Context: an optimization exercise on an open-source flow, tuned for small area and a short achievable clock period. The choices shown serve that exercise and are no tape-out recipe. Where RTL was checked, it was by simulation tests only, not by an equivalence proof against the original. For run 2, only the layout was checked, not whether the RTL still works. Power and IR drop assume default switching activity.

==> flow/design.v, too long to show whole: its modules and the start of the top module <==
// module r6_mux4h: 3 lines
// module r6_xor: 3 lines
// module r6_gt: 6 lines
// module r6_pe: 7 lines
// module r6_wb: 6 lines
// module r6_pgn: 11 lines
// module r6_gn: 8 lines
// module risc6_core: 501 lines
module risc6_core (
    input clk,
    input rst,
    input [31:0] instr,
    output reg [31:0] pc,
    output reg [31:0] R0, R1, R2, R3,
    output [31:0] R4, R5, R6, R7,
    output reg halt
);
  // ...
==> flow/flow/run.sh <==
#!/bin/bash
# Standard layout, with plain buffers (not delay cells) on the ports.
set -e
cp standard.sh standard_sh_copy.log
export BUFFER_PORTS_ARGS="-buffer_cell sky130_fd_sc_hd__buf_1"
bash standard.sh > standard.log 2>&1
==> flow/standard.sh <==
#!/bin/bash
# synth_recipe.tcl (not shown) runs the flow's synth.tcl, then flattens the netlist and writes it again
# the make line also repeats each setting of config.mk as NAME=value (left out here)
make -C /OpenROAD-flow-scripts/flow DESIGN_CONFIG=/design/flow/config.mk WORK_HOME=/design/flow/orfs CLKGATE_MAP_FILE= SYNTH_SCRIPT=/design/flow/synth_recipe.tcl "${@:-finish}"
==> flow/config.mk <==
export PLATFORM = sky130hd
export DESIGN_NAME = risc6_core
export DESIGN_NICKNAME = risc6_core
export VERILOG_FILES = /design/flow/design.v
export SDC_FILE = /design/flow/constraint.sdc
export NUM_CORES = 4
export LEC_CHECK = 0
export ABC_AREA = 0
export CAP_MARGIN = 20
export CORE_MARGIN = 2
export CORE_UTILIZATION = 55
export SETUP_SLACK_MARGIN = 3.5
export SLEW_MARGIN = 20
export SYNTH_HIERARCHICAL = 1
==> flow/constraint.sdc <==
create_clock -name core_clock -period 6.0 [get_ports {clk}]
set_input_delay 1.2000 -clock core_clock [delete_from_list [all_inputs] [get_ports {clk}]]
set_output_delay 1.2000 -clock core_clock [all_outputs]
set_load 0.01 [all_outputs]
==> out/summary.md, run 1 <==
The flow ran to the end and the layout has no timing, DRC or antenna violations. Dividing total power by cell area gives a power density of 397 nW/um^2. Counting both buffers and inverters, the worst setup path holds a total of 3. Setup repair after global routing could not meet its margin everywhere.

The startpoint identified for the worst register-to-register timing path is ir_sb[2]$_SDFF_PN0_. The highest layer touched by signal routing is met4. The power attributed to the clock group is 1.23 mW, and the count of buffers from port buffering is 194.

Summed over all nets, wire length on met2 after detailed routing comes to 19500 um. Hold timing on the final database bottoms out at a slack of 0.474 ns. The layout contains a multi-input combinational cell count of 1187.

For this run, the number of standard cells in the final layout without fillers is 2062. Measured on the finished design, the core utilization comes to 70.2%. In the routed design, unresolved DRC markers number 0. The met3 usage came out at 5.85%. The tools report the weighted congestion at the end of routability-driven global placement as 0.869.

In the final layout, flip-flops and latches take up 30.5% of the cell area. Worst-case reg-to-reg path depth: 14. The run gives 285 as the total number of tap cells. The tools report the origin of the worst min-delay path as halt$_DFF_PP0_. The largest individual stage delay along the critical path comes from the cell sky130_fd_sc_hd__dfxtp_4. The most critical setup path has its endpoint at R3[18]$_DFF_PP0_.

The region available for standard cell placement spans 22500 sq um. Top power consumer group: combinational logic. Including well taps, the total number of placed cells is 1940. In the layout the commonest cells are 194 x sky130_fd_sc_hd__buf_1, 162 x sky130_fd_sc_hd__dfrtp_1, 157 x sky130_fd_sc_hd__nand2_1, 157 x sky130_fd_sc_hd__nor2_1, 128 x sky130_fd_sc_hd__conb_1. The number of hold-repair buffers added at the cts stage was 0; the number of DRC violations after detailed-routing iteration 0 was 1204. Dividing the detail-routed via count by the number of cells gives 5.80. 0 antenna diodes ended up in the layout. The proportion of cell area occupied by multi-input gates works out to 50.9%.

The worst-path maximum fanout was 8; the x dimension of the die was 155 um. Entering global routing, the biggest net connects 163 pins. The final number of max-transition violations came out at 0. The run gives 2.77 mW as the power consumed by combinational cells. The tree is rooted in a sky130_fd_sc_hd__clkbuf_16. The end point of the most critical hold path was halt$_DFF_PP0_.

The slack of the critical path was 3.20 ns; the top-level I/O count was 323.
==> module r6_pe, before the edit <==
module r6_pe #(parameter IMM = 1, parameter INV = 0) (
    input p, input nab, input nt, input imm,
    input ldi, input andf, input orf, input xcls,
    output pe);
    wire e = (IMM ? (ldi & imm) : 1'b0) | (andf & ~nab) | (orf & ~nt) | (xcls & p);
    assign pe = INV ? ~e : e;
endmodule
==> inputs of run 2 (changes only) <==
--- a/flow/design.v
+++ b/flow/design.v
@@ -5,22 +5,24 @@
     assign y = a ^ b;
 endmodule
 module r6_gt (input a, input bx, input b, input arith,
               output ng, output nt, output nab);
     assign ng  = ~(a & (bx & arith));
     assign nt  = ~(a | bx);
     assign nab = ~(a & b);
 endmodule
-module r6_pe #(parameter IMM = 1, parameter INV = 0) (
-    input p, input nab, input nt, input imm,
-    input ldi, input andf, input orf, input xcls,
-    output pe);
-    wire e = (IMM ? (ldi & imm) : 1'b0) | (andf & ~nab) | (orf & ~nt) | (xcls & p);
-    assign pe = INV ? ~e : e;
+module r6_ao (input andn, input nab, input orn, input nt, output x);
+    assign x = ~((andn | nab) & (orn | nt));
+endmodule
+module r6_lx #(parameter IMM = 1) (input ldi, input imm, input xcls, input p, output y);
+    assign y = ~((IMM ? (ldi & imm) : 1'b0) | (xcls & p));
+endmodule
+module r6_pe #(parameter INV = 0) (input x, input y, output pe);
+    assign pe = INV ? ~(x | ~y) : (x | ~y);
 endmodule
 module r6_wb (
     input c, input pe, input [3:0] we, input [3:0] r,
     output [3:0] d);
     wire res = pe ^ c;
     assign d = ({4{res}} & we) | (r & ~we);
 endmodule
 module r6_pgn #(parameter HN = 0, parameter LN = 0, parameter ON = 1) (
@@ -55,216 +57,282 @@
     assign R5 = 32'd0;
     assign R6 = 32'd0;
     assign R7 = 32'd0;
     wire [5:0] op = instr[31:26];
     wire       lo = (op[5:3] == 3'd0);
     reg        ir_we;       
     reg [1:0]  ir_rd;
     reg        ir_ldi;
-    reg        ir_and;
-    reg        ir_or;
+    reg        ir_andn;     
+    reg        ir_orn;      
     reg        ir_xcls;     
     reg        ir_arith;    
     reg        ir_sub;
-    reg [3:0]  ir_sa;       
-    reg [3:0]  ir_sb;       
+    reg [3:0]  ir_sa, ir_sa_h;    
+    reg [3:0]  ir_sb, ir_sb_h;    
     reg [19:0] ir_imm;      
     always @(posedge clk or posedge rst) begin
         if (rst)
             ir_we <= 1'b0;
         else
             ir_we <= lo && (op[2:1] != 2'b11);
     end
     always @(posedge clk) begin
         ir_rd    <= instr[25:24];
         ir_ldi   <= (op[2:0] == 3'd0);
-        ir_and   <= (op[2:0] == 3'd3);
-        ir_or    <= (op[2:0] == 3'd4);
+        ir_andn  <= (op[2:0] != 3'd3);
+        ir_orn   <= (op[2:0] != 3'd4);
         ir_xcls  <= (op[2:0] == 3'd1) || (op[2:0] == 3'd2) || (op[2:0] == 3'd5);
         ir_arith <= (op[2:0] == 3'd1) || (op[2:0] == 3'd2);
         ir_sub   <= (op[2:0] == 3'd2);
         ir_sa    <= 4'b0001 << instr[23:22];
         ir_sb    <= 4'b0001 << instr[21:20];
+        ir_sa_h  <= {instr[23:22] == 2'd3, instr[23:22] == 2'd2, instr[23:22] == 2'd1, instr[23:22] == 2'd0};
+        ir_sb_h  <= {instr[21:20] == 2'd3, instr[21:20] == 2'd2, instr[21:20] == 2'd1, instr[21:20] == 2'd0};
         ir_imm   <= instr[19:0];
     end
     always @(posedge clk or posedge rst) begin
         if (rst) begin
             pc   <= 32'd0;
             halt <= 1'b0;
         end else begin
             pc   <= (op == 6'd6) ? {8'd0, instr[23:0]} : pc + 32'd1;
             halt <= halt | ~lo;
         end
     end
     wire [23:0] imm = {ir_sa[3] | ir_sa[2], ir_sa[3] | ir_sa[1],
                        ir_sb[3] | ir_sb[2], ir_sb[3] | ir_sb[1], ir_imm};
     wire [3:0] wen = {4{ir_we}} & (4'b0001 << ir_rd);
-    wire [31:0] a, b, bx, p, ng, nt, nab, pe;
+    wire [31:0] a, b, bx, p, ng, nt, nab, x, y, pe;
     wire [31:0] d0, d1, d2, d3;
     r6_mux4h ma0 (.s(ir_sa), .d({R3[0], R2[0], R1[0], R0[0]}), .y(a[0]));
     r6_mux4h mb0 (.s(ir_sb), .d({R3[0], R2[0], R1[0], R0[0]}), .y(b[0]));
     r6_xor   xb0 (.a(b[0]), .b(ir_sub), .y(bx[0]));
     r6_xor   xp0 (.a(a[0]), .b(bx[0]), .y(p[0]));
     r6_gt    gt0 (.a(a[0]), .bx(bx[0]), .b(b[0]), .arith(ir_arith), .ng(ng[0]), .nt(nt[0]), .nab(nab[0]));
+    r6_ao    ao0 (.andn(ir_andn), .nab(nab[0]), .orn(ir_orn), .nt(nt[0]), .x(x[0]));
+    r6_lx #(.IMM(1)) lx0 (.ldi(ir_ldi), .imm(imm[0]), .xcls(ir_xcls), .p(p[0]), .y(y[0]));
     r6_mux4h ma1 (.s(ir_sa), .d({R3[1], R2[1], R1[1], R0[1]}), .y(a[1]));
     r6_mux4h mb1 (.s(ir_sb), .d({R3[1], R2[1], R1[1], R0[1]}), .y(b[1]));
     r6_xor   xb1 (.a(b[1]), .b(ir_sub), .y(bx[1]));
     r6_xor   xp1 (.a(a[1]), .b(bx[1]), .y(p[1]));
     r6_gt    gt1 (.a(a[1]), .bx(bx[1]), .b(b[1]), .arith(ir_arith), .ng(ng[1]), .nt(nt[1]), .nab(nab[1]));
+    r6_ao    ao1 (.andn(ir_andn), .nab(nab[1]), .orn(ir_orn), .nt(nt[1]), .x(x[1]));
+    r6_lx #(.IMM(1)) lx1 (.ldi(ir_ldi), .imm(imm[1]), .xcls(ir_xcls), .p(p[1]), .y(y[1]));
     r6_mux4h ma2 (.s(ir_sa), .d({R3[2], R2[2], R1[2], R0[2]}), .y(a[2]));
     r6_mux4h mb2 (.s(ir_sb), .d({R3[2], R2[2], R1[2], R0[2]}), .y(b[2]));
     r6_xor   xb2 (.a(b[2]), .b(ir_sub), .y(bx[2]));
     r6_xor   xp2 (.a(a[2]), .b(bx[2]), .y(p[2]));
     r6_gt    gt2 (.a(a[2]), .bx(bx[2]), .b(b[2]), .arith(ir_arith), .ng(ng[2]), .nt(nt[2]), .nab(nab[2]));
+    r6_ao    ao2 (.andn(ir_andn), .nab(nab[2]), .orn(ir_orn), .nt(nt[2]), .x(x[2]));
+    r6_lx #(.IMM(1)) lx2 (.ldi(ir_ldi), .imm(imm[2]), .xcls(ir_xcls), .p(p[2]), .y(y[2]));
     r6_mux4h ma3 (.s(ir_sa), .d({R3[3], R2[3], R1[3], R0[3]}), .y(a[3]));
     r6_mux4h mb3 (.s(ir_sb), .d({R3[3], R2[3], R1[3], R0[3]}), .y(b[3]));
     r6_xor   xb3 (.a(b[3]), .b(ir_sub), .y(bx[3]));
     r6_xor   xp3 (.a(a[3]), .b(bx[3]), .y(p[3]));
     r6_gt    gt3 (.a(a[3]), .bx(bx[3]), .b(b[3]), .arith(ir_arith), .ng(ng[3]), .nt(nt[3]), .nab(nab[3]));
+    r6_ao    ao3 (.andn(ir_andn), .nab(nab[3]), .orn(ir_orn), .nt(nt[3]), .x(x[3]));
+    r6_lx #(.IMM(1)) lx3 (.ldi(ir_ldi), .imm(imm[3]), .xcls(ir_xcls), .p(p[3]), .y(y[3]));
     r6_mux4h ma4 (.s(ir_sa), .d({R3[4], R2[4], R1[4], R0[4]}), .y(a[4]));
     r6_mux4h mb4 (.s(ir_sb), .d({R3[4], R2[4], R1[4], R0[4]}), .y(b[4]));
     r6_xor   xb4 (.a(b[4]), .b(ir_sub), .y(bx[4]));
     r6_xor   xp4 (.a(a[4]), .b(bx[4]), .y(p[4]));
     r6_gt    gt4 (.a(a[4]), .bx(bx[4]), .b(b[4]), .arith(ir_arith), .ng(ng[4]), .nt(nt[4]), .nab(nab[4]));
+    r6_ao    ao4 (.andn(ir_andn), .nab(nab[4]), .orn(ir_orn), .nt(nt[4]), .x(x[4]));
+    r6_lx #(.IMM(1)) lx4 (.ldi(ir_ldi), .imm(imm[4]), .xcls(ir_xcls), .p(p[4]), .y(y[4]));
     r6_mux4h ma5 (.s(ir_sa), .d({R3[5], R2[5], R1[5], R0[5]}), .y(a[5]));
     r6_mux4h mb5 (.s(ir_sb), .d({R3[5], R2[5], R1[5], R0[5]}), .y(b[5]));
     r6_xor   xb5 (.a(b[5]), .b(ir_sub), .y(bx[5]));
     r6_xor   xp5 (.a(a[5]), .b(bx[5]), .y(p[5]));
     r6_gt    gt5 (.a(a[5]), .bx(bx[5]), .b(b[5]), .arith(ir_arith), .ng(ng[5]), .nt(nt[5]), .nab(nab[5]));
+    r6_ao    ao5 (.andn(ir_andn), .nab(nab[5]), .orn(ir_orn), .nt(nt[5]), .x(x[5]));
+    r6_lx #(.IMM(1)) lx5 (.ldi(ir_ldi), .imm(imm[5]), .xcls(ir_xcls), .p(p[5]), .y(y[5]));
     r6_mux4h ma6 (.s(ir_sa), .d({R3[6], R2[6], R1[6], R0[6]}), .y(a[6]));
     r6_mux4h mb6 (.s(ir_sb), .d({R3[6], R2[6], R1[6], R0[6]}), .y(b[6]));
     r6_xor   xb6 (.a(b[6]), .b(ir_sub), .y(bx[6]));
     r6_xor   xp6 (.a(a[6]), .b(bx[6]), .y(p[6]));
     r6_gt    gt6 (.a(a[6]), .bx(bx[6]), .b(b[6]), .arith(ir_arith), .ng(ng[6]), .nt(nt[6]), .nab(nab[6]));
+    r6_ao    ao6 (.andn(ir_andn), .nab(nab[6]), .orn(ir_orn), .nt(nt[6]), .x(x[6]));
+    r6_lx #(.IMM(1)) lx6 (.ldi(ir_ldi), .imm(imm[6]), .xcls(ir_xcls), .p(p[6]), .y(y[6]));
     r6_mux4h ma7 (.s(ir_sa), .d({R3[7], R2[7], R1[7], R0[7]}), .y(a[7]));
     r6_mux4h mb7 (.s(ir_sb), .d({R3[7], R2[7], R1[7], R0[7]}), .y(b[7]));
     r6_xor   xb7 (.a(b[7]), .b(ir_sub), .y(bx[7]));
     r6_xor   xp7 (.a(a[7]), .b(bx[7]), .y(p[7]));
     r6_gt    gt7 (.a(a[7]), .bx(bx[7]), .b(b[7]), .arith(ir_arith), .ng(ng[7]), .nt(nt[7]), .nab(nab[7]));
+    r6_ao    ao7 (.andn(ir_andn), .nab(nab[7]), .orn(ir_orn), .nt(nt[7]), .x(x[7]));
+    r6_lx #(.IMM(1)) lx7 (.ldi(ir_ldi), .imm(imm[7]), .xcls(ir_xcls), .p(p[7]), .y(y[7]));
     r6_mux4h ma8 (.s(ir_sa), .d({R3[8], R2[8], R1[8], R0[8]}), .y(a[8]));
     r6_mux4h mb8 (.s(ir_sb), .d({R3[8], R2[8], R1[8], R0[8]}), .y(b[8]));
     r6_xor   xb8 (.a(b[8]), .b(ir_sub), .y(bx[8]));
     r6_xor   xp8 (.a(a[8]), .b(bx[8]), .y(p[8]));
     r6_gt    gt8 (.a(a[8]), .bx(bx[8]), .b(b[8]), .arith(ir_arith), .ng(ng[8]), .nt(nt[8]), .nab(nab[8]));
+    r6_ao    ao8 (.andn(ir_andn), .nab(nab[8]), .orn(ir_orn), .nt(nt[8]), .x(x[8]));
+    r6_lx #(.IMM(1)) lx8 (.ldi(ir_ldi), .imm(imm[8]), .xcls(ir_xcls), .p(p[8]), .y(y[8]));
     r6_mux4h ma9 (.s(ir_sa), .d({R3[9], R2[9], R1[9], R0[9]}), .y(a[9]));
     r6_mux4h mb9 (.s(ir_sb), .d({R3[9], R2[9], R1[9], R0[9]}), .y(b[9]));
     r6_xor   xb9 (.a(b[9]), .b(ir_sub), .y(bx[9]));
     r6_xor   xp9 (.a(a[9]), .b(bx[9]), .y(p[9]));
     r6_gt    gt9 (.a(a[9]), .bx(bx[9]), .b(b[9]), .arith(ir_arith), .ng(ng[9]), .nt(nt[9]), .nab(nab[9]));
+    r6_ao    ao9 (.andn(ir_andn), .nab(nab[9]), .orn(ir_orn), .nt(nt[9]), .x(x[9]));
+    r6_lx #(.IMM(1)) lx9 (.ldi(ir_ldi), .imm(imm[9]), .xcls(ir_xcls), .p(p[9]), .y(y[9]));
     r6_mux4h ma10 (.s(ir_sa), .d({R3[10], R2[10], R1[10], R0[10]}), .y(a[10]));
     r6_mux4h mb10 (.s(ir_sb), .d({R3[10], R2[10], R1[10], R0[10]}), .y(b[10]));
     r6_xor   xb10 (.a(b[10]), .b(ir_sub), .y(bx[10]));
     r6_xor   xp10 (.a(a[10]), .b(bx[10]), .y(p[10]));
     r6_gt    gt10 (.a(a[10]), .bx(bx[10]), .b(b[10]), .arith(ir_arith), .ng(ng[10]), .nt(nt[10]), .nab(nab[10]));
+    r6_ao    ao10 (.andn(ir_andn), .nab(nab[10]), .orn(ir_orn), .nt(nt[10]), .x(x[10]));
+    r6_lx #(.IMM(1)) lx10 (.ldi(ir_ldi), .imm(imm[10]), .xcls(ir_xcls), .p(p[10]), .y(y[10]));
     r6_mux4h ma11 (.s(ir_sa), .d({R3[11], R2[11], R1[11], R0[11]}), .y(a[11]));
     r6_mux4h mb11 (.s(ir_sb), .d({R3[11], R2[11], R1[11], R0[11]}), .y(b[11]));
     r6_xor   xb11 (.a(b[11]), .b(ir_sub), .y(bx[11]));
     r6_xor   xp11 (.a(a[11]), .b(bx[11]), .y(p[11]));
     r6_gt    gt11 (.a(a[11]), .bx(bx[11]), .b(b[11]), .arith(ir_arith), .ng(ng[11]), .nt(nt[11]), .nab(nab[11]));
+    r6_ao    ao11 (.andn(ir_andn), .nab(nab[11]), .orn(ir_orn), .nt(nt[11]), .x(x[11]));
+    r6_lx #(.IMM(1)) lx11 (.ldi(ir_ldi), .imm(imm[11]), .xcls(ir_xcls), .p(p[11]), .y(y[11]));
     r6_mux4h ma12 (.s(ir_sa), .d({R3[12], R2[12], R1[12], R0[12]}), .y(a[12]));
     r6_mux4h mb12 (.s(ir_sb), .d({R3[12], R2[12], R1[12], R0[12]}), .y(b[12]));
     r6_xor   xb12 (.a(b[12]), .b(ir_sub), .y(bx[12]));
     r6_xor   xp12 (.a(a[12]), .b(bx[12]), .y(p[12]));
     r6_gt    gt12 (.a(a[12]), .bx(bx[12]), .b(b[12]), .arith(ir_arith), .ng(ng[12]), .nt(nt[12]), .nab(nab[12]));
+    r6_ao    ao12 (.andn(ir_andn), .nab(nab[12]), .orn(ir_orn), .nt(nt[12]), .x(x[12]));
+    r6_lx #(.IMM(1)) lx12 (.ldi(ir_ldi), .imm(imm[12]), .xcls(ir_xcls), .p(p[12]), .y(y[12]));
     r6_mux4h ma13 (.s(ir_sa), .d({R3[13], R2[13], R1[13], R0[13]}), .y(a[13]));
     r6_mux4h mb13 (.s(ir_sb), .d({R3[13], R2[13], R1[13], R0[13]}), .y(b[13]));
     r6_xor   xb13 (.a(b[13]), .b(ir_sub), .y(bx[13]));
     r6_xor   xp13 (.a(a[13]), .b(bx[13]), .y(p[13]));
     r6_gt    gt13 (.a(a[13]), .bx(bx[13]), .b(b[13]), .arith(ir_arith), .ng(ng[13]), .nt(nt[13]), .nab(nab[13]));
+    r6_ao    ao13 (.andn(ir_andn), .nab(nab[13]), .orn(ir_orn), .nt(nt[13]), .x(x[13]));
+    r6_lx #(.IMM(1)) lx13 (.ldi(ir_ldi), .imm(imm[13]), .xcls(ir_xcls), .p(p[13]), .y(y[13]));
     r6_mux4h ma14 (.s(ir_sa), .d({R3[14], R2[14], R1[14], R0[14]}), .y(a[14]));
     r6_mux4h mb14 (.s(ir_sb), .d({R3[14], R2[14], R1[14], R0[14]}), .y(b[14]));
     r6_xor   xb14 (.a(b[14]), .b(ir_sub), .y(bx[14]));
     r6_xor   xp14 (.a(a[14]), .b(bx[14]), .y(p[14]));
     r6_gt    gt14 (.a(a[14]), .bx(bx[14]), .b(b[14]), .arith(ir_arith), .ng(ng[14]), .nt(nt[14]), .nab(nab[14]));
+    r6_ao    ao14 (.andn(ir_andn), .nab(nab[14]), .orn(ir_orn), .nt(nt[14]), .x(x[14]));
+    r6_lx #(.IMM(1)) lx14 (.ldi(ir_ldi), .imm(imm[14]), .xcls(ir_xcls), .p(p[14]), .y(y[14]));
     r6_mux4h ma15 (.s(ir_sa), .d({R3[15], R2[15], R1[15], R0[15]}), .y(a[15]));
     r6_mux4h mb15 (.s(ir_sb), .d({R3[15], R2[15], R1[15], R0[15]}), .y(b[15]));
     r6_xor   xb15 (.a(b[15]), .b(ir_sub), .y(bx[15]));
     r6_xor   xp15 (.a(a[15]), .b(bx[15]), .y(p[15]));
     r6_gt    gt15 (.a(a[15]), .bx(bx[15]), .b(b[15]), .arith(ir_arith), .ng(ng[15]), .nt(nt[15]), .nab(nab[15]));
-    r6_mux4h ma16 (.s(ir_sa), .d({R3[16], R2[16], R1[16], R0[16]}), .y(a[16]));
-    r6_mux4h mb16 (.s(ir_sb), .d({R3[16], R2[16], R1[16], R0[16]}), .y(b[16]));
+    r6_ao    ao15 (.andn(ir_andn), .nab(nab[15]), .orn(ir_orn), .nt(nt[15]), .x(x[15]));
+    r6_lx #(.IMM(1)) lx15 (.ldi(ir_ldi), .imm(imm[15]), .xcls(ir_xcls), .p(p[15]), .y(y[15]));
+    r6_mux4h ma16 (.s(ir_sa_h), .d({R3[16], R2[16], R1[16], R0[16]}), .y(a[16]));
+    r6_mux4h mb16 (.s(ir_sb_h), .d({R3[16], R2[16], R1[16], R0[16]}), .y(b[16]));
     r6_xor   xb16 (.a(b[16]), .b(ir_sub), .y(bx[16]));
     r6_xor   xp16 (.a(a[16]), .b(bx[16]), .y(p[16]));
     r6_gt    gt16 (.a(a[16]), .bx(bx[16]), .b(b[16]), .arith(ir_arith), .ng(ng[16]), .nt(nt[16]), .nab(nab[16]));
-    r6_mux4h ma17 (.s(ir_sa), .d({R3[17], R2[17], R1[17], R0[17]}), .y(a[17]));
-    r6_mux4h mb17 (.s(ir_sb), .d({R3[17], R2[17], R1[17], R0[17]}), .y(b[17]));
+    r6_ao    ao16 (.andn(ir_andn), .nab(nab[16]), .orn(ir_orn), .nt(nt[16]), .x(x[16]));
+    r6_lx #(.IMM(1)) lx16 (.ldi(ir_ldi), .imm(imm[16]), .xcls(ir_xcls), .p(p[16]), .y(y[16]));
+    r6_mux4h ma17 (.s(ir_sa_h), .d({R3[17], R2[17], R1[17], R0[17]}), .y(a[17]));
+    r6_mux4h mb17 (.s(ir_sb_h), .d({R3[17], R2[17], R1[17], R0[17]}), .y(b[17]));
     r6_xor   xb17 (.a(b[17]), .b(ir_sub), .y(bx[17]));
     r6_xor   xp17 (.a(a[17]), .b(bx[17]), .y(p[17]));
     r6_gt    gt17 (.a(a[17]), .bx(bx[17]), .b(b[17]), .arith(ir_arith), .ng(ng[17]), .nt(nt[17]), .nab(nab[17]));
-    r6_mux4h ma18 (.s(ir_sa), .d({R3[18], R2[18], R1[18], R0[18]}), .y(a[18]));
-    r6_mux4h mb18 (.s(ir_sb), .d({R3[18], R2[18], R1[18], R0[18]}), .y(b[18]));
+    r6_ao    ao17 (.andn(ir_andn), .nab(nab[17]), .orn(ir_orn), .nt(nt[17]), .x(x[17]));
+    r6_lx #(.IMM(1)) lx17 (.ldi(ir_ldi), .imm(imm[17]), .xcls(ir_xcls), .p(p[17]), .y(y[17]));
+    r6_mux4h ma18 (.s(ir_sa_h), .d({R3[18], R2[18], R1[18], R0[18]}), .y(a[18]));
+    r6_mux4h mb18 (.s(ir_sb_h), .d({R3[18], R2[18], R1[18], R0[18]}), .y(b[18]));
     r6_xor   xb18 (.a(b[18]), .b(ir_sub), .y(bx[18]));
     r6_xor   xp18 (.a(a[18]), .b(bx[18]), .y(p[18]));
     r6_gt    gt18 (.a(a[18]), .bx(bx[18]), .b(b[18]), .arith(ir_arith), .ng(ng[18]), .nt(nt[18]), .nab(nab[18]));
-    r6_mux4h ma19 (.s(ir_sa), .d({R3[19], R2[19], R1[19], R0[19]}), .y(a[19]));
-    r6_mux4h mb19 (.s(ir_sb), .d({R3[19], R2[19], R1[19], R0[19]}), .y(b[19]));
+    r6_ao    ao18 (.andn(ir_andn), .nab(nab[18]), .orn(ir_orn), .nt(nt[18]), .x(x[18]));
+    r6_lx #(.IMM(1)) lx18 (.ldi(ir_ldi), .imm(imm[18]), .xcls(ir_xcls), .p(p[18]), .y(y[18]));
+    r6_mux4h ma19 (.s(ir_sa_h), .d({R3[19], R2[19], R1[19], R0[19]}), .y(a[19]));
+    r6_mux4h mb19 (.s(ir_sb_h), .d({R3[19], R2[19], R1[19], R0[19]}), .y(b[19]));
     r6_xor   xb19 (.a(b[19]), .b(ir_sub), .y(bx[19]));
     r6_xor   xp19 (.a(a[19]), .b(bx[19]), .y(p[19]));
     r6_gt    gt19 (.a(a[19]), .bx(bx[19]), .b(b[19]), .arith(ir_arith), .ng(ng[19]), .nt(nt[19]), .nab(nab[19]));
-    r6_mux4h ma20 (.s(ir_sa), .d({R3[20], R2[20], R1[20], R0[20]}), .y(a[20]));
-    r6_mux4h mb20 (.s(ir_sb), .d({R3[20], R2[20], R1[20], R0[20]}), .y(b[20]));
+    r6_ao    ao19 (.andn(ir_andn), .nab(nab[19]), .orn(ir_orn), .nt(nt[19]), .x(x[19]));
+    r6_lx #(.IMM(1)) lx19 (.ldi(ir_ldi), .imm(imm[19]), .xcls(ir_xcls), .p(p[19]), .y(y[19]));
+    r6_mux4h ma20 (.s(ir_sa_h), .d({R3[20], R2[20], R1[20], R0[20]}), .y(a[20]));
+    r6_mux4h mb20 (.s(ir_sb_h), .d({R3[20], R2[20], R1[20], R0[20]}), .y(b[20]));
     r6_xor   xb20 (.a(b[20]), .b(ir_sub), .y(bx[20]));
     r6_xor   xp20 (.a(a[20]), .b(bx[20]), .y(p[20]));
     r6_gt    gt20 (.a(a[20]), .bx(bx[20]), .b(b[20]), .arith(ir_arith), .ng(ng[20]), .nt(nt[20]), .nab(nab[20]));
-    r6_mux4h ma21 (.s(ir_sa), .d({R3[21], R2[21], R1[21], R0[21]}), .y(a[21]));
-    r6_mux4h mb21 (.s(ir_sb), .d({R3[21], R2[21], R1[21], R0[21]}), .y(b[21]));
+    r6_ao    ao20 (.andn(ir_andn), .nab(nab[20]), .orn(ir_orn), .nt(nt[20]), .x(x[20]));
+    r6_lx #(.IMM(1)) lx20 (.ldi(ir_ldi), .imm(imm[20]), .xcls(ir_xcls), .p(p[20]), .y(y[20]));
+    r6_mux4h ma21 (.s(ir_sa_h), .d({R3[21], R2[21], R1[21], R0[21]}), .y(a[21]));
+    r6_mux4h mb21 (.s(ir_sb_h), .d({R3[21], R2[21], R1[21], R0[21]}), .y(b[21]));
     r6_xor   xb21 (.a(b[21]), .b(ir_sub), .y(bx[21]));
     r6_xor   xp21 (.a(a[21]), .b(bx[21]), .y(p[21]));
     r6_gt    gt21 (.a(a[21]), .bx(bx[21]), .b(b[21]), .arith(ir_arith), .ng(ng[21]), .nt(nt[21]), .nab(nab[21]));
-    r6_mux4h ma22 (.s(ir_sa), .d({R3[22], R2[22], R1[22], R0[22]}), .y(a[22]));
-    r6_mux4h mb22 (.s(ir_sb), .d({R3[22], R2[22], R1[22], R0[22]}), .y(b[22]));
+    r6_ao    ao21 (.andn(ir_andn), .nab(nab[21]), .orn(ir_orn), .nt(nt[21]), .x(x[21]));
+    r6_lx #(.IMM(1)) lx21 (.ldi(ir_ldi), .imm(imm[21]), .xcls(ir_xcls), .p(p[21]), .y(y[21]));
+    r6_mux4h ma22 (.s(ir_sa_h), .d({R3[22], R2[22], R1[22], R0[22]}), .y(a[22]));
+    r6_mux4h mb22 (.s(ir_sb_h), .d({R3[22], R2[22], R1[22], R0[22]}), .y(b[22]));
     r6_xor   xb22 (.a(b[22]), .b(ir_sub), .y(bx[22]));
     r6_xor   xp22 (.a(a[22]), .b(bx[22]), .y(p[22]));
     r6_gt    gt22 (.a(a[22]), .bx(bx[22]), .b(b[22]), .arith(ir_arith), .ng(ng[22]), .nt(nt[22]), .nab(nab[22]));
-    r6_mux4h ma23 (.s(ir_sa), .d({R3[23], R2[23], R1[23], R0[23]}), .y(a[23]));
-    r6_mux4h mb23 (.s(ir_sb), .d({R3[23], R2[23], R1[23], R0[23]}), .y(b[23]));
+    r6_ao    ao22 (.andn(ir_andn), .nab(nab[22]), .orn(ir_orn), .nt(nt[22]), .x(x[22]));
+    r6_lx #(.IMM(1)) lx22 (.ldi(ir_ldi), .imm(imm[22]), .xcls(ir_xcls), .p(p[22]), .y(y[22]));
+    r6_mux4h ma23 (.s(ir_sa_h), .d({R3[23], R2[23], R1[23], R0[23]}), .y(a[23]));
+    r6_mux4h mb23 (.s(ir_sb_h), .d({R3[23], R2[23], R1[23], R0[23]}), .y(b[23]));
     r6_xor   xb23 (.a(b[23]), .b(ir_sub), .y(bx[23]));
     r6_xor   xp23 (.a(a[23]), .b(bx[23]), .y(p[23]));
     r6_gt    gt23 (.a(a[23]), .bx(bx[23]), .b(b[23]), .arith(ir_arith), .ng(ng[23]), .nt(nt[23]), .nab(nab[23]));
-    r6_mux4h ma24 (.s(ir_sa), .d({R3[24], R2[24], R1[24], R0[24]}), .y(a[24]));
-    r6_mux4h mb24 (.s(ir_sb), .d({R3[24], R2[24], R1[24], R0[24]}), .y(b[24]));
+    r6_ao    ao23 (.andn(ir_andn), .nab(nab[23]), .orn(ir_orn), .nt(nt[23]), .x(x[23]));
+    r6_lx #(.IMM(1)) lx23 (.ldi(ir_ldi), .imm(imm[23]), .xcls(ir_xcls), .p(p[23]), .y(y[23]));
+    r6_mux4h ma24 (.s(ir_sa_h), .d({R3[24], R2[24], R1[24], R0[24]}), .y(a[24]));
+    r6_mux4h mb24 (.s(ir_sb_h), .d({R3[24], R2[24], R1[24], R0[24]}), .y(b[24]));
     r6_xor   xb24 (.a(b[24]), .b(ir_sub), .y(bx[24]));
     r6_xor   xp24 (.a(a[24]), .b(bx[24]), .y(p[24]));
     r6_gt    gt24 (.a(a[24]), .bx(bx[24]), .b(b[24]), .arith(ir_arith), .ng(ng[24]), .nt(nt[24]), .nab(nab[24]));
-    r6_mux4h ma25 (.s(ir_sa), .d({R3[25], R2[25], R1[25], R0[25]}), .y(a[25]));
-    r6_mux4h mb25 (.s(ir_sb), .d({R3[25], R2[25], R1[25], R0[25]}), .y(b[25]));
+    r6_ao    ao24 (.andn(ir_andn), .nab(nab[24]), .orn(ir_orn), .nt(nt[24]), .x(x[24]));
+    r6_lx #(.IMM(0)) lx24 (.ldi(ir_ldi), .imm(1'b0), .xcls(ir_xcls), .p(p[24]), .y(y[24]));
+    r6_mux4h ma25 (.s(ir_sa_h), .d({R3[25], R2[25], R1[25], R0[25]}), .y(a[25]));
+    r6_mux4h mb25 (.s(ir_sb_h), .d({R3[25], R2[25], R1[25], R0[25]}), .y(b[25]));
     r6_xor   xb25 (.a(b[25]), .b(ir_sub), .y(bx[25]));
     r6_xor   xp25 (.a(a[25]), .b(bx[25]), .y(p[25]));
     r6_gt    gt25 (.a(a[25]), .bx(bx[25]), .b(b[25]), .arith(ir_arith), .ng(ng[25]), .nt(nt[25]), .nab(nab[25]));
-    r6_mux4h ma26 (.s(ir_sa), .d({R3[26], R2[26], R1[26], R0[26]}), .y(a[26]));
-    r6_mux4h mb26 (.s(ir_sb), .d({R3[26], R2[26], R1[26], R0[26]}), .y(b[26]));
+    r6_ao    ao25 (.andn(ir_andn), .nab(nab[25]), .orn(ir_orn), .nt(nt[25]), .x(x[25]));
+    r6_lx #(.IMM(0)) lx25 (.ldi(ir_ldi), .imm(1'b0), .xcls(ir_xcls), .p(p[25]), .y(y[25]));
+    r6_mux4h ma26 (.s(ir_sa_h), .d({R3[26], R2[26], R1[26], R0[26]}), .y(a[26]));
+    r6_mux4h mb26 (.s(ir_sb_h), .d({R3[26], R2[26], R1[26], R0[26]}), .y(b[26]));
     r6_xor   xb26 (.a(b[26]), .b(ir_sub), .y(bx[26]));
     r6_xor   xp26 (.a(a[26]), .b(bx[26]), .y(p[26]));
     r6_gt    gt26 (.a(a[26]), .bx(bx[26]), .b(b[26]), .arith(ir_arith), .ng(ng[26]), .nt(nt[26]), .nab(nab[26]));
-    r6_mux4h ma27 (.s(ir_sa), .d({R3[27], R2[27], R1[27], R0[27]}), .y(a[27]));
-    r6_mux4h mb27 (.s(ir_sb), .d({R3[27], R2[27], R1[27], R0[27]}), .y(b[27]));
+    r6_ao    ao26 (.andn(ir_andn), .nab(nab[26]), .orn(ir_orn), .nt(nt[26]), .x(x[26]));
+    r6_lx #(.IMM(0)) lx26 (.ldi(ir_ldi), .imm(1'b0), .xcls(ir_xcls), .p(p[26]), .y(y[26]));
+    r6_mux4h ma27 (.s(ir_sa_h), .d({R3[27], R2[27], R1[27], R0[27]}), .y(a[27]));
+    r6_mux4h mb27 (.s(ir_sb_h), .d({R3[27], R2[27], R1[27], R0[27]}), .y(b[27]));
     r6_xor   xb27 (.a(b[27]), .b(ir_sub), .y(bx[27]));
     r6_xor   xp27 (.a(a[27]), .b(bx[27]), .y(p[27]));
     r6_gt    gt27 (.a(a[27]), .bx(bx[27]), .b(b[27]), .arith(ir_arith), .ng(ng[27]), .nt(nt[27]), .nab(nab[27]));
-    r6_mux4h ma28 (.s(ir_sa), .d({R3[28], R2[28], R1[28], R0[28]}), .y(a[28]));
-    r6_mux4h mb28 (.s(ir_sb), .d({R3[28], R2[28], R1[28], R0[28]}), .y(b[28]));
+    r6_ao    ao27 (.andn(ir_andn), .nab(nab[27]), .orn(ir_orn), .nt(nt[27]), .x(x[27]));
+    r6_lx #(.IMM(0)) lx27 (.ldi(ir_ldi), .imm(1'b0), .xcls(ir_xcls), .p(p[27]), .y(y[27]));
+    r6_mux4h ma28 (.s(ir_sa_h), .d({R3[28], R2[28], R1[28], R0[28]}), .y(a[28]));
+    r6_mux4h mb28 (.s(ir_sb_h), .d({R3[28], R2[28], R1[28], R0[28]}), .y(b[28]));
     r6_xor   xb28 (.a(b[28]), .b(ir_sub), .y(bx[28]));
     r6_xor   xp28 (.a(a[28]), .b(bx[28]), .y(p[28]));
     r6_gt    gt28 (.a(a[28]), .bx(bx[28]), .b(b[28]), .arith(ir_arith), .ng(ng[28]), .nt(nt[28]), .nab(nab[28]));
-    r6_mux4h ma29 (.s(ir_sa), .d({R3[29], R2[29], R1[29], R0[29]}), .y(a[29]));
-    r6_mux4h mb29 (.s(ir_sb), .d({R3[29], R2[29], R1[29], R0[29]}), .y(b[29]));
+    r6_ao    ao28 (.andn(ir_andn), .nab(nab[28]), .orn(ir_orn), .nt(nt[28]), .x(x[28]));
+    r6_lx #(.IMM(0)) lx28 (.ldi(ir_ldi), .imm(1'b0), .xcls(ir_xcls), .p(p[28]), .y(y[28]));
+    r6_mux4h ma29 (.s(ir_sa_h), .d({R3[29], R2[29], R1[29], R0[29]}), .y(a[29]));
+    r6_mux4h mb29 (.s(ir_sb_h), .d({R3[29], R2[29], R1[29], R0[29]}), .y(b[29]));
     r6_xor   xb29 (.a(b[29]), .b(ir_sub), .y(bx[29]));
     r6_xor   xp29 (.a(a[29]), .b(bx[29]), .y(p[29]));
     r6_gt    gt29 (.a(a[29]), .bx(bx[29]), .b(b[29]), .arith(ir_arith), .ng(ng[29]), .nt(nt[29]), .nab(nab[29]));
-    r6_mux4h ma30 (.s(ir_sa), .d({R3[30], R2[30], R1[30], R0[30]}), .y(a[30]));
-    r6_mux4h mb30 (.s(ir_sb), .d({R3[30], R2[30], R1[30], R0[30]}), .y(b[30]));
+    r6_ao    ao29 (.andn(ir_andn), .nab(nab[29]), .orn(ir_orn), .nt(nt[29]), .x(x[29]));
+    r6_lx #(.IMM(0)) lx29 (.ldi(ir_ldi), .imm(1'b0), .xcls(ir_xcls), .p(p[29]), .y(y[29]));
+    r6_mux4h ma30 (.s(ir_sa_h), .d({R3[30], R2[30], R1[30], R0[30]}), .y(a[30]));
+    r6_mux4h mb30 (.s(ir_sb_h), .d({R3[30], R2[30], R1[30], R0[30]}), .y(b[30]));
     r6_xor   xb30 (.a(b[30]), .b(ir_sub), .y(bx[30]));
     r6_xor   xp30 (.a(a[30]), .b(bx[30]), .y(p[30]));
     r6_gt    gt30 (.a(a[30]), .bx(bx[30]), .b(b[30]), .arith(ir_arith), .ng(ng[30]), .nt(nt[30]), .nab(nab[30]));
-    r6_mux4h ma31 (.s(ir_sa), .d({R3[31], R2[31], R1[31], R0[31]}), .y(a[31]));
-    r6_mux4h mb31 (.s(ir_sb), .d({R3[31], R2[31], R1[31], R0[31]}), .y(b[31]));
+    r6_ao    ao30 (.andn(ir_andn), .nab(nab[30]), .orn(ir_orn), .nt(nt[30]), .x(x[30]));
+    r6_lx #(.IMM(0)) lx30 (.ldi(ir_ldi), .imm(1'b0), .xcls(ir_xcls), .p(p[30]), .y(y[30]));
+    r6_mux4h ma31 (.s(ir_sa_h), .d({R3[31], R2[31], R1[31], R0[31]}), .y(a[31]));
+    r6_mux4h mb31 (.s(ir_sb_h), .d({R3[31], R2[31], R1[31], R0[31]}), .y(b[31]));
     r6_xor   xb31 (.a(b[31]), .b(ir_sub), .y(bx[31]));
     r6_xor   xp31 (.a(a[31]), .b(bx[31]), .y(p[31]));
     r6_gt    gt31 (.a(a[31]), .bx(bx[31]), .b(b[31]), .arith(ir_arith), .ng(ng[31]), .nt(nt[31]), .nab(nab[31]));
+    r6_ao    ao31 (.andn(ir_andn), .nab(nab[31]), .orn(ir_orn), .nt(nt[31]), .x(x[31]));
+    r6_lx #(.IMM(0)) lx31 (.ldi(ir_ldi), .imm(1'b0), .xcls(ir_xcls), .p(p[31]), .y(y[31]));
     wire pgc_0_g;
     r6_gn #(.HN(1), .LN(0), .ON(0)) nc_0 (.gh(ng[0]), .ph(nt[0]), .gl(ir_sub), .go(pgc_0_g));
     wire pg0_1_g;
     r6_gn #(.HN(1), .LN(0), .ON(0)) n0_1 (.gh(ng[1]), .ph(nt[1]), .gl(pgc_0_g), .go(pg0_1_g));
     wire pg0_3_g;
     wire pg0_3_p;
     r6_pgn #(.HN(1), .LN(1), .ON(0)) n0_3 (.gh(ng[3]), .ph(nt[3]), .gl(ng[2]), .pl(nt[2]), .go(pg0_3_g), .po(pg0_3_p));
     wire pg0_5_g;
@@ -466,79 +534,79 @@
     wire pg4_28_g;
     r6_gn #(.HN(1), .LN(1), .ON(0)) n4_28 (.gh(pg3_28_g), .ph(pg3_28_p), .gl(pg3_15_g), .go(pg4_28_g));
     wire pg4_29_g;
     r6_gn #(.HN(0), .LN(1), .ON(1)) n4_29 (.gh(pg3_29_g), .ph(pg3_29_p), .gl(pg3_15_g), .go(pg4_29_g));
     wire pg4_30_g;
     r6_gn #(.HN(0), .LN(1), .ON(1)) n4_30 (.gh(pg3_30_g), .ph(pg3_30_p), .gl(pg3_15_g), .go(pg4_30_g));
     wire pg4_31_g;
     r6_gn #(.HN(1), .LN(1), .ON(0)) n4_31 (.gh(pg3_31_g), .ph(pg3_31_p), .gl(pg3_15_g), .go(pg4_31_g));
-    r6_pe #(.IMM(1), .INV(0)) pe0 (.p(p[0]), .nab(nab[0]), .nt(nt[0]), .imm(imm[0]), .ldi(ir_ldi), .andf(ir_and), .orf(ir_or), .xcls(ir_xcls), .pe(pe[0]));
+    r6_pe #(.INV(0)) pe0 (.x(x[0]), .y(y[0]), .pe(pe[0]));
     r6_wb wb0 (.c(ir_sub), .pe(pe[0]), .we(wen), .r({R3[0], R2[0], R1[0], R0[0]}), .d({d3[0], d2[0], d1[0], d0[0]}));
-    r6_pe #(.IMM(1), .INV(0)) pe1 (.p(p[1]), .nab(nab[1]), .nt(nt[1]), .imm(imm[1]), .ldi(ir_ldi), .andf(ir_and), .orf(ir_or), .xcls(ir_xcls), .pe(pe[1]));
+    r6_pe #(.INV(0)) pe1 (.x(x[1]), .y(y[1]), .pe(pe[1]));
     r6_wb wb1 (.c(pgc_0_g), .pe(pe[1]), .we(wen), .r({R3[1], R2[1], R1[1], R0[1]}), .d({d3[1], d2[1], d1[1], d0[1]}));
-    r6_pe #(.IMM(1), .INV(0)) pe2 (.p(p[2]), .nab(nab[2]), .nt(nt[2]), .imm(imm[2]), .ldi(ir_ldi), .andf(ir_and), .orf(ir_or), .xcls(ir_xcls), .pe(pe[2]));
+    r6_pe #(.INV(0)) pe2 (.x(x[2]), .y(y[2]), .pe(pe[2]));
     r6_wb wb2 (.c(pg0_1_g), .pe(pe[2]), .we(wen), .r({R3[2], R2[2], R1[2], R0[2]}), .d({d3[2], d2[2], d1[2], d0[2]}));
-    r6_pe #(.IMM(1), .INV(0)) pe3 (.p(p[3]), .nab(nab[3]), .nt(nt[3]), .imm(imm[3]), .ldi(ir_ldi), .andf(ir_and), .orf(ir_or), .xcls(ir_xcls), .pe(pe[3]));
+    r6_pe #(.INV(0)) pe3 (.x(x[3]), .y(y[3]), .pe(pe[3]));
     r6_wb wb3 (.c(pg1_2_g), .pe(pe[3]), .we(wen), .r({R3[3], R2[3], R1[3], R0[3]}), .d({d3[3], d2[3], d1[3], d0[3]}));
-    r6_pe #(.IMM(1), .INV(1)) pe4 (.p(p[4]), .nab(nab[4]), .nt(nt[4]), .imm(imm[4]), .ldi(ir_ldi), .andf(ir_and), .orf(ir_or), .xcls(ir_xcls), .pe(pe[4]));
+    r6_pe #(.INV(1)) pe4 (.x(x[4]), .y(y[4]), .pe(pe[4]));
     r6_wb wb4 (.c(pg1_3_g), .pe(pe[4]), .we(wen), .r({R3[4], R2[4], R1[4], R0[4]}), .d({d3[4], d2[4], d1[4], d0[4]}));
-    r6_pe #(.IMM(1), .INV(0)) pe5 (.p(p[5]), .nab(nab[5]), .nt(nt[5]), .imm(imm[5]), .ldi(ir_ldi), .andf(ir_and), .orf(ir_or), .xcls(ir_xcls), .pe(pe[5]));
+    r6_pe #(.INV(0)) pe5 (.x(x[5]), .y(y[5]), .pe(pe[5]));
     r6_wb wb5 (.c(pg2_4_g), .pe(pe[5]), .we(wen), .r({R3[5], R2[5], R1[5], R0[5]}), .d({d3[5], d2[5], d1[5], d0[5]}));
-    r6_pe #(.IMM(1), .INV(1)) pe6 (.p(p[6]), .nab(nab[6]), .nt(nt[6]), .imm(imm[6]), .ldi(ir_ldi), .andf(ir_and), .orf(ir_or), .xcls(ir_xcls), .pe(pe[6]));
+    r6_pe #(.INV(1)) pe6 (.x(x[6]), .y(y[6]), .pe(pe[6]));
     r6_wb wb6 (.c(pg2_5_g), .pe(pe[6]), .we(wen), .r({R3[6], R2[6], R1[6], R0[6]}), .d({d3[6], d2[6], d1[6], d0[6]}));
-    r6_pe #(.IMM(1), .INV(1)) pe7 (.p(p[7]), .nab(nab[7]), .nt(nt[7]), .imm(imm[7]), .ldi(ir_ldi), .andf(ir_and), .orf(ir_or), .xcls(ir_xcls), .pe(pe[7]));
+    r6_pe #(.INV(1)) pe7 (.x(x[7]), .y(y[7]), .pe(pe[7]));
     r6_wb wb7 (.c(pg2_6_g), .pe(pe[7]), .we(wen), .r({R3[7], R2[7], R1[7], R0[7]}), .d({d3[7], d2[7], d1[7], d0[7]}));
-    r6_pe #(.IMM(1), .INV(0)) pe8 (.p(p[8]), .nab(nab[8]), .nt(nt[8]), .imm(imm[8]), .ldi(ir_ldi), .andf(ir_and), .orf(ir_or), .xcls(ir_xcls), .pe(pe[8]));
+    r6_pe #(.INV(0)) pe8 (.x(x[8]), .y(y[8]), .pe(pe[8]));
     r6_wb wb8 (.c(pg2_7_g), .pe(pe[8]), .we(wen), .r({R3[8], R2[8], R1[8], R0[8]}), .d({d3[8], d2[8], d1[8], d0[8]}));
-    r6_pe #(.IMM(1), .INV(0)) pe9 (.p(p[9]), .nab(nab[9]), .nt(nt[9]), .imm(imm[9]), .ldi(ir_ldi), .andf(ir_and), .orf(ir_or), .xcls(ir_xcls), .pe(pe[9]));
+    r6_pe #(.INV(0)) pe9 (.x(x[9]), .y(y[9]), .pe(pe[9]));
     r6_wb wb9 (.c(pg3_8_g), .pe(pe[9]), .we(wen), .r({R3[9], R2[9], R1[9], R0[9]}), .d({d3[9], d2[9], d1[9], d0[9]}));
-    r6_pe #(.IMM(1), .INV(1)) pe10 (.p(p[10]), .nab(nab[10]), .nt(nt[10]), .imm(imm[10]), .ldi(ir_ldi), .andf(ir_and), .orf(ir_or), .xcls(ir_xcls), .pe(pe[10]));
+    r6_pe #(.INV(1)) pe10 (.x(x[10]), .y(y[10]), .pe(pe[10]));
     r6_wb wb10 (.c(pg3_9_g), .pe(pe[10]), .we(wen), .r({R3[10], R2[10], R1[10], R0[10]}), .d({d3[10], d2[10], d1[10], d0[10]}));
-    r6_pe #(.IMM(1), .INV(1)) pe11 (.p(p[11]), .nab(nab[11]), .nt(nt[11]), .imm(imm[11]), .ldi(ir_ldi), .andf(ir_and), .orf(ir_or), .xcls(ir_xcls), .pe(pe[11]));
+    r6_pe #(.INV(1)) pe11 (.x(x[11]), .y(y[11]), .pe(pe[11]));
     r6_wb wb11 (.c(pg3_10_g), .pe(pe[11]), .we(wen), .r({R3[11], R2[11], R1[11], R0[11]}), .d({d3[11], d2[11], d1[11], d0[11]}));
-    r6_pe #(.IMM(1), .INV(0)) pe12 (.p(p[12]), .nab(nab[12]), .nt(nt[12]), .imm(imm[12]), .ldi(ir_ldi), .andf(ir_and), .orf(ir_or), .xcls(ir_xcls), .pe(pe[12]));
+    r6_pe #(.INV(0)) pe12 (.x(x[12]), .y(y[12]), .pe(pe[12]));
     r6_wb wb12 (.c(pg3_11_g), .pe(pe[12]), .we(wen), .r({R3[12], R2[12], R1[12], R0[12]}), .d({d3[12], d2[12], d1[12], d0[12]}));
-    r6_pe #(.IMM(1), .INV(1)) pe13 (.p(p[13]), .nab(nab[13]), .nt(nt[13]), .imm(imm[13]), .ldi(ir_ldi), .andf(ir_and), .orf(ir_or), .xcls(ir_xcls), .pe(pe[13]));
+    r6_pe #(.INV(1)) pe13 (.x(x[13]), .y(y[13]), .pe(pe[13]));
     r6_wb wb13 (.c(pg3_12_g), .pe(pe[13]), .we(wen), .r({R3[13], R2[13], R1[13], R0[13]}), .d({d3[13], d2[13], d1[13], d0[13]}));
-    r6_pe #(.IMM(1), .INV(0)) pe14 (.p(p[14]), .nab(nab[14]), .nt(nt[14]), .imm(imm[14]), .ldi(ir_ldi), .andf(ir_and), .orf(ir_or), .xcls(ir_xcls), .pe(pe[14]));
+    r6_pe #(.INV(0)) pe14 (.x(x[14]), .y(y[14]), .pe(pe[14]));
     r6_wb wb14 (.c(pg3_13_g), .pe(pe[14]), .we(wen), .r({R3[14], R2[14], R1[14], R0[14]}), .d({d3[14], d2[14], d1[14], d0[14]}));
-    r6_pe #(.IMM(1), .INV(0)) pe15 (.p(p[15]), .nab(nab[15]), .nt(nt[15]), .imm(imm[15]), .ldi(ir_ldi), .andf(ir_and), .orf(ir_or), .xcls(ir_xcls), .pe(pe[15]));
+    r6_pe #(.INV(0)) pe15 (.x(x[15]), .y(y[15]), .pe(pe[15]));
     r6_wb wb15 (.c(pg3_14_g), .pe(pe[15]), .we(wen), .r({R3[15], R2[15], R1[15], R0[15]}), .d({d3[15], d2[15], d1[15], d0[15]}));
-    r6_pe #(.IMM(1), .INV(1)) pe16 (.p(p[16]), .nab(nab[16]), .nt(nt[16]), .imm(imm[16]), .ldi(ir_ldi), .andf(ir_and), .orf(ir_or), .xcls(ir_xcls), .pe(pe[16]));
+    r6_pe #(.INV(1)) pe16 (.x(x[16]), .y(y[16]), .pe(pe[16]));
     r6_wb wb16 (.c(pg3_15_g), .pe(pe[16]), .we(wen), .r({R3[16], R2[16], R1[16], R0[16]}), .d({d3[16], d2[16], d1[16], d0[16]}));
-    r6_pe #(.IMM(1), .INV(0)) pe17 (.p(p[17]), .nab(nab[17]), .nt(nt[17]), .imm(imm[17]), .ldi(ir_ldi), .andf(ir_and), .orf(ir_or), .xcls(ir_xcls), .pe(pe[17]));
+    r6_pe #(.INV(0)) pe17 (.x(x[17]), .y(y[17]), .pe(pe[17]));
     r6_wb wb17 (.c(pg4_16_g), .pe(pe[17]), .we(wen), .r({R3[17], R2[17], R1[17], R0[17]}), .d({d3[17], d2[17], d1[17], d0[17]}));
-    r6_pe #(.IMM(1), .INV(1)) pe18 (.p(p[18]), .nab(nab[18]), .nt(nt[18]), .imm(imm[18]), .ldi(ir_ldi), .andf(ir_and), .orf(ir_or), .xcls(ir_xcls), .pe(pe[18]));
+    r6_pe #(.INV(1)) pe18 (.x(x[18]), .y(y[18]), .pe(pe[18]));
     r6_wb wb18 (.c(pg4_17_g), .pe(pe[18]), .we(wen), .r({R3[18], R2[18], R1[18], R0[18]}), .d({d3[18], d2[18], d1[18], d0[18]}));
-    r6_pe #(.IMM(1), .INV(1)) pe19 (.p(p[19]), .nab(nab[19]), .nt(nt[19]), .imm(imm[19]), .ldi(ir_ldi), .andf(ir_and), .orf(ir_or), .xcls(ir_xcls), .pe(pe[19]));
+    r6_pe #(.INV(1)) pe19 (.x(x[19]), .y(y[19]), .pe(pe[19]));
     r6_wb wb19 (.c(pg4_18_g), .pe(pe[19]), .we(wen), .r({R3[19], R2[19], R1[19], R0[19]}), .d({d3[19], d2[19], d1[19], d0[19]}));
-    r6_pe #(.IMM(1), .INV(0)) pe20 (.p(p[20]), .nab(nab[20]), .nt(nt[20]), .imm(imm[20]), .ldi(ir_ldi), .andf(ir_and), .orf(ir_or), .xcls(ir_xcls), .pe(pe[20]));
+    r6_pe #(.INV(0)) pe20 (.x(x[20]), .y(y[20]), .pe(pe[20]));
     r6_wb wb20 (.c(pg4_19_g), .pe(pe[20]), .we(wen), .r({R3[20], R2[20], R1[20], R0[20]}), .d({d3[20], d2[20], d1[20], d0[20]}));
-    r6_pe #(.IMM(1), .INV(1)) pe21 (.p(p[21]), .nab(nab[21]), .nt(nt[21]), .imm(imm[21]), .ldi(ir_ldi), .andf(ir_and), .orf(ir_or), .xcls(ir_xcls), .pe(pe[21]));
+    r6_pe #(.INV(1)) pe21 (.x(x[21]), .y(y[21]), .pe(pe[21]));
     r6_wb wb21 (.c(pg4_20_g), .pe(pe[21]), .we(wen), .r({R3[21], R2[21], R1[21], R0[21]}), .d({d3[21], d2[21], d1[21], d0[21]}));
-    r6_pe #(.IMM(1), .INV(0)) pe22 (.p(p[22]), .nab(nab[22]), .nt(nt[22]), .imm(imm[22]), .ldi(ir_ldi), .andf(ir_and), .orf(ir_or), .xcls(ir_xcls), .pe(pe[22]));
+    r6_pe #(.INV(0)) pe22 (.x(x[22]), .y(y[22]), .pe(pe[22]));
     r6_wb wb22 (.c(pg4_21_g), .pe(pe[22]), .we(wen), .r({R3[22], R2[22], R1[22], R0[22]}), .d({d3[22], d2[22], d1[22], d0[22]}));
-    r6_pe #(.IMM(1), .INV(0)) pe23 (.p(p[23]), .nab(nab[23]), .nt(nt[23]), .imm(imm[23]), .ldi(ir_ldi), .andf(ir_and), .orf(ir_or), .xcls(ir_xcls), .pe(pe[23]));
+    r6_pe #(.INV(0)) pe23 (.x(x[23]), .y(y[23]), .pe(pe[23]));
     r6_wb wb23 (.c(pg4_22_g), .pe(pe[23]), .we(wen), .r({R3[23], R2[23], R1[23], R0[23]}), .d({d3[23], d2[23], d1[23], d0[23]}));
-    r6_pe #(.IMM(0), .INV(1)) pe24 (.p(p[24]), .nab(nab[24]), .nt(nt[24]), .imm(1'b0), .ldi(ir_ldi), .andf(ir_and), .orf(ir_or), .xcls(ir_xcls), .pe(pe[24]));
+    r6_pe #(.INV(1)) pe24 (.x(x[24]), .y(y[24]), .pe(pe[24]));
     r6_wb wb24 (.c(pg4_23_g), .pe(pe[24]), .we(wen), .r({R3[24], R2[24], R1[24], R0[24]}), .d({d3[24], d2[24], d1[24], d0[24]}));
-    r6_pe #(.IMM(0), .INV(1)) pe25 (.p(p[25]), .nab(nab[25]), .nt(nt[25]), .imm(1'b0), .ldi(ir_ldi), .andf(ir_and), .orf(ir_or), .xcls(ir_xcls), .pe(pe[25]));
+    r6_pe #(.INV(1)) pe25 (.x(x[25]), .y(y[25]), .pe(pe[25]));
     r6_wb wb25 (.c(pg4_24_g), .pe(pe[25]), .we(wen), .r({R3[25], R2[25], R1[25], R0[25]}), .d({d3[25], d2[25], d1[25], d0[25]}));
-    r6_pe #(.IMM(0), .INV(0)) pe26 (.p(p[26]), .nab(nab[26]), .nt(nt[26]), .imm(1'b0), .ldi(ir_ldi), .andf(ir_and), .orf(ir_or), .xcls(ir_xcls), .pe(pe[26]));
+    r6_pe #(.INV(0)) pe26 (.x(x[26]), .y(y[26]), .pe(pe[26]));
     r6_wb wb26 (.c(pg4_25_g), .pe(pe[26]), .we(wen), .r({R3[26], R2[26], R1[26], R0[26]}), .d({d3[26], d2[26], d1[26], d0[26]}));
-    r6_pe #(.IMM(0), .INV(0)) pe27 (.p(p[27]), .nab(nab[27]), .nt(nt[27]), .imm(1'b0), .ldi(ir_ldi), .andf(ir_and), .orf(ir_or), .xcls(ir_xcls), .pe(pe[27]));
+    r6_pe #(.INV(0)) pe27 (.x(x[27]), .y(y[27]), .pe(pe[27]));
     r6_wb wb27 (.c(pg4_26_g), .pe(pe[27]), .we(wen), .r({R3[27], R2[27], R1[27], R0[27]}), .d({d3[27], d2[27], d1[27], d0[27]}));
-    r6_pe #(.IMM(0), .INV(1)) pe28 (.p(p[28]), .nab(nab[28]), .nt(nt[28]), .imm(1'b0), .ldi(ir_ldi), .andf(ir_and), .orf(ir_or), .xcls(ir_xcls), .pe(pe[28]));
+    r6_pe #(.INV(1)) pe28 (.x(x[28]), .y(y[28]), .pe(pe[28]));
     r6_wb wb28 (.c(pg4_27_g), .pe(pe[28]), .we(wen), .r({R3[28], R2[28], R1[28], R0[28]}), .d({d3[28], d2[28], d1[28], d0[28]}));
-    r6_pe #(.IMM(0), .INV(0)) pe29 (.p(p[29]), .nab(nab[29]), .nt(nt[29]), .imm(1'b0), .ldi(ir_ldi), .andf(ir_and), .orf(ir_or), .xcls(ir_xcls), .pe(pe[29]));
+    r6_pe #(.INV(0)) pe29 (.x(x[29]), .y(y[29]), .pe(pe[29]));
     r6_wb wb29 (.c(pg4_28_g), .pe(pe[29]), .we(wen), .r({R3[29], R2[29], R1[29], R0[29]}), .d({d3[29], d2[29], d1[29], d0[29]}));
-    r6_pe #(.IMM(0), .INV(1)) pe30 (.p(p[30]), .nab(nab[30]), .nt(nt[30]), .imm(1'b0), .ldi(ir_ldi), .andf(ir_and), .orf(ir_or), .xcls(ir_xcls), .pe(pe[30]));
+    r6_pe #(.INV(1)) pe30 (.x(x[30]), .y(y[30]), .pe(pe[30]));
     r6_wb wb30 (.c(pg4_29_g), .pe(pe[30]), .we(wen), .r({R3[30], R2[30], R1[30], R0[30]}), .d({d3[30], d2[30], d1[30], d0[30]}));
-    r6_pe #(.IMM(0), .INV(1)) pe31 (.p(p[31]), .nab(nab[31]), .nt(nt[31]), .imm(1'b0), .ldi(ir_ldi), .andf(ir_and), .orf(ir_or), .xcls(ir_xcls), .pe(pe[31]));
+    r6_pe #(.INV(1)) pe31 (.x(x[31]), .y(y[31]), .pe(pe[31]));
     r6_wb wb31 (.c(pg4_30_g), .pe(pe[31]), .we(wen), .r({R3[31], R2[31], R1[31], R0[31]}), .d({d3[31], d2[31], d1[31], d0[31]}));
     always @(posedge clk or posedge rst) begin
         if (rst) begin
             R0 <= 32'd0; R1 <= 32'd0; R2 <= 32'd0; R3 <= 32'd0;
         end else begin
             R0 <= d0; R1 <= d1; R2 <= d2; R3 <= d3;
         end
     end
==> flow/config.mk (replaced) <==
export PLATFORM = sky130hd
export DESIGN_NAME = risc6_core
export DESIGN_NICKNAME = risc6_core
export VERILOG_FILES = /design/flow/design.v
export SDC_FILE = /design/flow/constraint.sdc
export NUM_CORES = 4
export LEC_CHECK = 0
export ABC_AREA = 0
export CAP_MARGIN = 20
export CORE_MARGIN = 2
export CORE_UTILIZATION = 55
export SETUP_SLACK_MARGIN = 3.2
export SLEW_MARGIN = 20
export SYNTH_HIERARCHICAL = 1
==> run 2 against run 1 <==
Global-route usage shrank 2.7 points; area after synthesis is 1.2% lower; sequential power rose by 3%; combinational power shrank 9.7%; sequential share of layout area up 2.8 points; non-clock buffer count decreased by 38; largest power group unchanged.
==> out/summary.md, run 2 <==
The flow ran to the end and the layout has no timing, DRC or antenna violations. The commonest non-fill, non-tap cell in the layout is sky130_fd_sc_hd__buf_1 (unchanged). The clock-pin slew on the worst setup and hold paths is 0.06 ns (was 0.09 ns). The final clock period utilization by the worst path was 46.6% (about the same); the final routed DRC violation total was 0 (unchanged). Setup repair after global routing could not meet its margin everywhere.

The critical path start-end classification was reg2reg (unchanged). For the buffer levels on the longest clock path, the log shows 3 (was 2). The tools report the number of max-cap violations as 0 (unchanged).

The tools report the buffer cell driving the clock tree root as sky130_fd_sc_hd__clkbuf_16 (unchanged). The CTS buffer count is 24 (was 17), and the weighted congestion at the end of routability-driven global placement is 0.836 (was 0.869). The worst-case clock skew came out at 0.0154 ns (was 0.0185 ns). The final setup violation count is 0 (unchanged). The power per standard cell area was 420 nW/um^2 (was 397 nW/um^2). The logs give 23700 sq um (was 24000 sq um) for the die footprint and 10.6k (was 11.2k) for the number of global-route vias before repair.

The area growth from synthesis to final layout was 21.1% (was 26.1%); the synthesized area per cell was 8.63 sq um (was 8.54 sq um). The top-level I/O count was 323 (unchanged). The detailed-route wire length per cell is 19.9 um (was 20.1 um). The run gives 1433 (was 1466) as the post-synthesis instance total. The measured slew at the worst slew-check pin is 1.13 ns (was 0.979 ns), and the post-route minimum period is 2.79 ns (was 2.80 ns). TritonCTS built the clock tree. The total grt overflow is 0 (unchanged). The worst-path maximum fanout came out at 8 (unchanged). The required time of the critical path came out at 6.36 ns (was 6.30 ns). Top library cells by usage in the layout, fill and taps aside: 194 x sky130_fd_sc_hd__buf_1, 167 x sky130_fd_sc_hd__nor2_1, 161 x sky130_fd_sc_hd__dfrtp_1 (was 194 x sky130_fd_sc_hd__buf_1, 162 x sky130_fd_sc_hd__dfrtp_1, 157 x sky130_fd_sc_hd__nand2_1, 157 x sky130_fd_sc_hd__nor2_1, 128 x sky130_fd_sc_hd__conb_1).

Clock insertion delay at the later pin of the skew report: 0.53 ns (was 0.45 ns). Die span in y: 154 um (was 155 um). The largest vdd supply drop is 0.252 mV (was 0.231 mV).

For the number of hold-repair buffers added at the cts stage, the log shows 0 (unchanged). For the number of diodes, the log shows 0 (unchanged). The run gives 358 MHz (was 357 MHz) as the upper clock frequency limit.

The top layer reached by signal wires was met4 (unchanged). The tools report the arrival time at the worst endpoint as 3.16 ns (was 3.10 ns). The routed via count divided by cell count works out to 5.85 (was 5.80). The tools report the final number of max-transition violations as 0 (unchanged).

Kind of end point of the critical path: a flip-flop (unchanged). The number of rows created at floorplan was 54 (was 55); the aggregate routed wire length was 39900 um (was 41400 um). The tools report the number of sinks driven by the clock tree as 206 (was 198).

The initial antenna violation count is 0 (unchanged), and the count of buffers from port buffering is 194 (unchanged). For the HPWL after detailed placement, the log shows 24100 um (was 23600 um). The logs give 163 (unchanged) for the largest net degree at the start of global routing and 7 (unchanged) for the Yosys warning count. The cell area after layout is 15000 sq um (was 15800 sq um). The iteration count of the initial detailed-routing pass is 7 (was 6), and the amount of wire on met2 after detailed routing is 19000 um (was 19500 um).

X dimension of the die: 154 um (was 155 um). The class of the most critical hold timing path is reg2reg (unchanged). The logs give 22000 sq um (was 22500 sq um) for the placeable core region and 0 (unchanged) for the final hold violation count. Category of the worst setup path launch point: a flip-flop (unchanged). The logs give 6.33 nW (was 6.50 nW) for the static power due to leakage and 56.3% (was 55.7%) for the initial core utilization.

The tools report the global-route wire length before repair as 58300 um (was 62900 um). The logs give 0 (unchanged) for the count of antenna-violating nets left after detailed routing and 3.21 ns (was 3.20 ns) for the minimum setup slack among reg-to-reg paths. The CTS H-tree depth was 1 (was 4); the combined flip-flop and latch cell area was 4990 sq um (was 4810 sq um). The logs give 30.9% (was 33.5%) for the combined global-route utilization of all metal layers and 16300 um (was 16700 um) for the wire length on met1. The proportion of layout cells with a drive suffix above 1 came out at 18.8% (was 22.5%). Post-layout net count: 1737 (was 1799). The logs give 3010 um (was 3640 um) for the amount of wire on met3 after detailed routing and 1043 (was 1204) for the number of DRC violations after detailed-routing iteration 0. The area taken by multi-input logic gates was 7440 sq um (was 8040 sq um); the final setup TNS was 0 ns (unchanged). The run gives 24.9% (was 34.7%) as the worst max-slew margin expressed relative to the limit. The run gives 12400 sq um (was 12500 sq um) as the synthesized cell area.

The run gives 13100 sq um (was 13400 sq um) as the cell area reported after detailed placement. The total number of vias was 11.7k (was 12.0k); the count of filler cells inserted in the layout was 1830 (was 1781).
## run 2: worst paths after layout
kind	from	to	cells past startpoint
min in group asynchronous	rst	R3[31]$_DFF_PP0_	3
hold reg to reg	halt$_DFF_PP0_	halt$_DFF_PP0_	1
hold / removal	halt$_DFF_PP0_	halt$_DFF_PP0_	1
setup / recovery	ir_sb[2]$_SDFF_PN0_	R3[21]$_DFF_PP0_	14
max in group asynchronous	rst	halt$_DFF_PP0_	3
setup reg to reg	ir_sb[2]$_SDFF_PN0_	R3[21]$_DFF_PP0_	14
## run 2: per-layer routing
layer | vias up | GRT usage (%)
met3 | 106 | 4.17
met5 | - | 0
li1 | 5362 | -
met1 | 5640 | 41.7
met2 | 590 | 51.1
met4 | 0 | 10.9
## run 2: stage by stage
step / cells / power, mW / hold slack (ns) / worst slack, ns / utilization (%)
floorplan: 1560 / 3.80 / 0.504 / 2.74 / -
global placement: 1903 / 4.44 / 0.454 / 2.69 / 59.4
detailed placement: 1903 / 4.50 / 0.467 / 2.66 / 59.4
CTS: 1964 / 6.04 / 0.481 / 3.21 / 64.8
global route: 2000 / 6.65 / 0.505 / 3.14 / 68.2
finish: 2000 / 6.30 / 0.481 / 3.21 / 68.2
## run 2: layout make-up
cell class                 count  share of cell area (%)
clock buffer                  35                    4.63
clock inverter                 9                   0.526
inverter                      41                    1.05
multi-input combinational   1175                    49.7
sequential                   206                    33.3
tap                          280                    2.34
timing repair buffer         254                    8.48
## run 2: timing repair
action / in CTS / in global routing
setup endpoints to repair: 96 / 92
cloned: 1 / 0
resized for setup: 50 / 109
pin swaps: 8 / 75
buffers inserted: 16 / 36
## run 2: worst max-delay path: stages (launching register included)
cell                      delay (ns)
sky130_fd_sc_hd__dfxtp_4        0.40
sky130_fd_sc_hd__buf_8          0.17
sky130_fd_sc_hd__a22oi_2        0.19
sky130_fd_sc_hd__nand2_2        0.11
sky130_fd_sc_hd__xor2_2         0.21
sky130_fd_sc_hd__nor2_2         0.18
sky130_fd_sc_hd__nor2_2         0.07
sky130_fd_sc_hd__a21oi_4        0.20
sky130_fd_sc_hd__o21ai_4        0.09
sky130_fd_sc_hd__buf_12         0.14
sky130_fd_sc_hd__a21oi_4        0.29
sky130_fd_sc_hd__inv_1          0.09
sky130_fd_sc_hd__a21oi_2        0.19
sky130_fd_sc_hd__xnor2_2        0.18
sky130_fd_sc_hd__a21oi_1        0.11
## run 2: power by group
part           switching [mW]  internal (mW)  total, mW
registers               0.578           1.77       2.35
logic                    1.52          0.982       2.50
clock network           0.601          0.844       1.45
total                    2.69           3.60       6.30

Check on run 2: ideal ports give 3.206 ns setup slack; a clkbuf_16 on the clock port and buf_2 on the inputs give 3.206 ns; moving port delays by the midpoint clock arrival (0.567 ns) as well gives 3.206 ns.
